What follows belongs to an exercise in optimizing a design on an open flow for small area; a production flow would make more cautious choices.
Only simulation tests tie the RTL to the original design; equivalence was not proved.
No activity file was given, so power comes from the tool's default toggle rates.

run a:
## duf_decoder
module duf_decoder (
    input clk,
    input reset,
    input [2:0] stage,
    input [17:0] is_error_syndromes,
    output [107:0] roots,
    output [17:0] is_odd_clusters,
    output [17:0] is_odd_cardinalities,
    output [17:0] is_touching_boundaries,
    output has_message_flying
);
==> flow/config.mk <==
export PLATFORM = sky130hd
export DESIGN_NAME = duf_decoder
export DESIGN_NICKNAME = duf_decoder
export VERILOG_FILES = /design/flow/design.v
export SDC_FILE = /design/flow/constraint.sdc
export NUM_CORES = 4
export LEC_CHECK = 0
export CAP_MARGIN = 20
export CORE_MARGIN = 2
export CORE_UTILIZATION = 45
export SLEW_MARGIN = 20
==> flow/constraint.sdc <==
create_clock -name core_clock -period 12.0 [get_ports {clk}]
set_input_delay 2.4000 -clock core_clock [delete_from_list [all_inputs] [get_ports {clk}]]
set_output_delay 2.4000 -clock core_clock [all_outputs]
set_load 0.01 [all_outputs]
standard.sh (not shown) runs the stock make flow with config.mk's settings and CLKGATE_MAP_FILE= SYNTH_SCRIPT=/design/flow/synth_recipe.tcl, a recipe that flattens the netlist after the stock synthesis.
==> flow/flow/run.sh <==
#!/bin/bash
# Own layout flow: the standard ORFS flow (standard.sh) with these changes:
#  - synthesis is synth_recipe.tcl unchanged except that ABC maps with flow/area.abc
#    (an area-oriented mapping) instead of ORFS's script; registers are untouched;
#  - CTS uses clkbuf_8 with larger sink clusters and no dummy loads (the clock tree
#    stays balanced: every register is reached through the same number of buffers);
#  - the port buffers that the standard flow inserts on every input and output are buf_1.
# Each tool's output goes to its own log under orfs/logs/ (ORFS), and make's to orfs_make.log.
set -euo pipefail
W=$(pwd)
cat > "$W/own_synth.tcl" <<EOT
proc abc {args} {
  set i [lsearch -exact \$args -script]
  if {\$i >= 0} { lset args [expr {\$i + 1}] {$W/flow/area.abc} }
  yosys abc {*}\$args
}
source {$W/synth_recipe.tcl}
EOT
CTS="-sink_clustering_enable -repair_clock_nets -dont_use_dummy_load -buf_list sky130_fd_sc_hd__clkbuf_8 -sink_clustering_size 16 -sink_clustering_max_diameter 60"
PORTS="-inputs -outputs -buffer_cell sky130_fd_sc_hd__buf_1"
bash standard.sh "SYNTH_SCRIPT=$W/own_synth.tcl" "CTS_ARGS=$CTS" "BUFFER_PORTS_ARGS=$PORTS" finish > "$W/orfs_make.log" 2>&1
==> flow/flow/area.abc <==
strash; &get -n; &dch; &nf -R 1000; &put; topo; dnsize -c
The following lists how run b was set up differently from run a:
diff --git a/flow/design.v b/flow/design.v
--- a/flow/design.v
+++ b/flow/design.v
@@ -55,35 +55,36 @@
 `timescale 1ns / 1ps
 module duf_decoder (
     input clk,
     input reset,
     input [2:0] stage,
     input [17:0] is_error_syndromes,
     output [107:0] roots,
     output [17:0] is_odd_clusters,
     output [17:0] is_odd_cardinalities,
     output [17:0] is_touching_boundaries,
     output has_message_flying
 );
-reg s_spread, s_grow, s_sync, s_load;
+reg [2:0] st;
 reg spread_d, last_sync, last_grow;
 always @(posedge clk) begin
-    s_spread <= !reset && stage == 3'd1;
-    s_grow <= !reset && stage == 3'd2;
-    s_sync <= !reset && stage == 3'd3;
-    s_load <= !reset && stage == 3'd4;
-    spread_d <= !reset && s_spread;
-    last_sync <= !reset && s_sync;
-    last_grow <= !reset && s_grow;
+    st <= reset ? 3'd0 : stage;
+    spread_d <= !reset && st == 3'd1;
+    last_sync <= !reset && st == 3'd3;
+    last_grow <= !reset && st == 3'd2;
 end
+wire s_spread = st == 3'd1;
+wire s_grow = st == 3'd2;
+wire s_sync = st == 3'd3;
+wire s_load = st == 3'd4;
 wire clr = reset | s_load;
 reg [4:0] p0_or, p0_ur, p0_l;
 reg p0_e, p0_oc, p0_tb, p0_ocd, p0_sv, p0_g, p0_uv;
 reg [1:0] p0_bi;
 reg [6:0] p0_sm;
 wire p0_uov, p0_inc;
 reg [4:0] p1_or, p1_ur, p1_l;
 reg p1_e, p1_oc, p1_tb, p1_ocd, p1_sv, p1_g, p1_uv;
 reg [1:0] p1_bi;
 reg [6:0] p1_sm;
 wire p1_uov, p1_inc;
 reg [4:0] p2_or, p2_ur, p2_l;
--- outcome ---
Run b was carried through to the last stage, and its layout satisfied the timing, DRC and antenna checks. Going from run a to run b, maximum fanout along the worst path shrank by 7, width of the chip flat, power went up, synthesis-to-finish area growth ~0 delta. Run b against run a: met2 usage in global routing went down by 3.8 points; total congestion overflow after global routing saw little to no change; number of multi-input logic gates higher; buffers plus inverters on the worst setup path grew by 2. Against run a, run b reports a number of antenna violations at the first check in global routing that is higher.

========
duf_decoder, a different RTL version from the one above (not shown whole).
Size: about 11000 cells after synthesis, roughly 96000 um^2 of cells after synthesis.
export LEC_CHECK = 0
export CAP_MARGIN = 20
export CORE_MARGIN = 2
export CORE_UTILIZATION = 45
export SLEW_MARGIN = 20
create_clock -name core_clock -period 12.0 [get_ports {clk}]
Scripts as last shown in full above: flow/flow/run.sh, flow/flow/area.abc
Rerun with:
--- a/flow/design.v
+++ b/flow/design.v
@@ -57,31 +57,32 @@
     input clk,
     input reset,
     input [2:0] stage,
     input [17:0] is_error_syndromes,
     output [107:0] roots,
     output [17:0] is_odd_clusters,
     output [17:0] is_odd_cardinalities,
     output [17:0] is_touching_boundaries,
     output has_message_flying
 );
-reg s_spread, s_grow, s_sync, s_load;
+reg [2:0] st;
 reg spread_d, last_sync, last_grow;
 always @(posedge clk) begin
-    s_spread <= !reset && stage == 3'd1;
-    s_grow <= !reset && stage == 3'd2;
-    s_sync <= !reset && stage == 3'd3;
-    s_load <= !reset && stage == 3'd4;
-    spread_d <= !reset && s_spread;
-    last_sync <= !reset && s_sync;
-    last_grow <= !reset && s_grow;
+    st <= reset ? 3'd0 : stage;
+    spread_d <= !reset && st == 3'd1;
+    last_sync <= !reset && st == 3'd3;
+    last_grow <= !reset && st == 3'd2;
 end
+wire s_spread = st == 3'd1;
+wire s_grow = st == 3'd2;
+wire s_sync = st == 3'd3;
+wire s_load = st == 3'd4;
 wire clr = reset | s_load;
 reg [4:0] p0_or, p0_ur, p0_l;
 reg p0_e, p0_oc, p0_tb, p0_ocd, p0_sv, p0_g, p0_uv;
 reg [1:0] p0_bi;
 reg [6:0] p0_sm;
 wire p0_uov, p0_inc;
 reg [4:0] p1_or, p1_ur, p1_l;
 reg p1_e, p1_oc, p1_tb, p1_ocd, p1_sv, p1_g, p1_uv;
 reg [1:0] p1_bi;
 reg [6:0] p1_sm;
Outcome: Sequential share of layout area decreases by 0.12 points. Cell area is about the same. Synthesized cell count increases by 0.88%. Synthesized area hardly moves. Power increases by 3.8%. Setup slack gets worse by 0.13 ns. Maximum frequency decreases by 1.3%.

==> separate check: timing with driven ports <==
The flow's constraints put no driver on any port. The routed layouts listed below were extracted and timed again, unchanged, in two steps.
Step 1, drivers: a clkbuf_16 drives clk and a buf_2 each remaining input, both assumed.
Step 2, shift: input delay + t, output delay - t, t = (earliest + latest rising clock arrival at the registers) / 2. This alone moves slack from input paths to output paths.
Slacks: ideal ports / drivers / drivers and shift; pairs: ideal ports / drivers.
run | t, ns | setup slack, ns | clock arrival spread, ns | worst register clock-pin slew, ns | pins driven straight from the clock port
run a | 1.060 | 3.278 / 3.278 / 3.278 | 0.107 / 0.108 | 0.11 / 0.11 | 1
run b | 1.054 | 3.519 / 3.519 / 3.519 | 0.119 / 0.119 | 0.11 / 0.11 | 1
the first run of note 2 | 1.056 | 2.503 / 2.503 / 2.503 | 0.133 / 0.133 | 0.11 / 0.11 | 1
the second run of note 2 | 1.083 | 2.374 / 2.374 / 2.374 | 0.106 / 0.107 | 0.11 / 0.11 | 1
After both steps setup and hold are still met in every run listed.
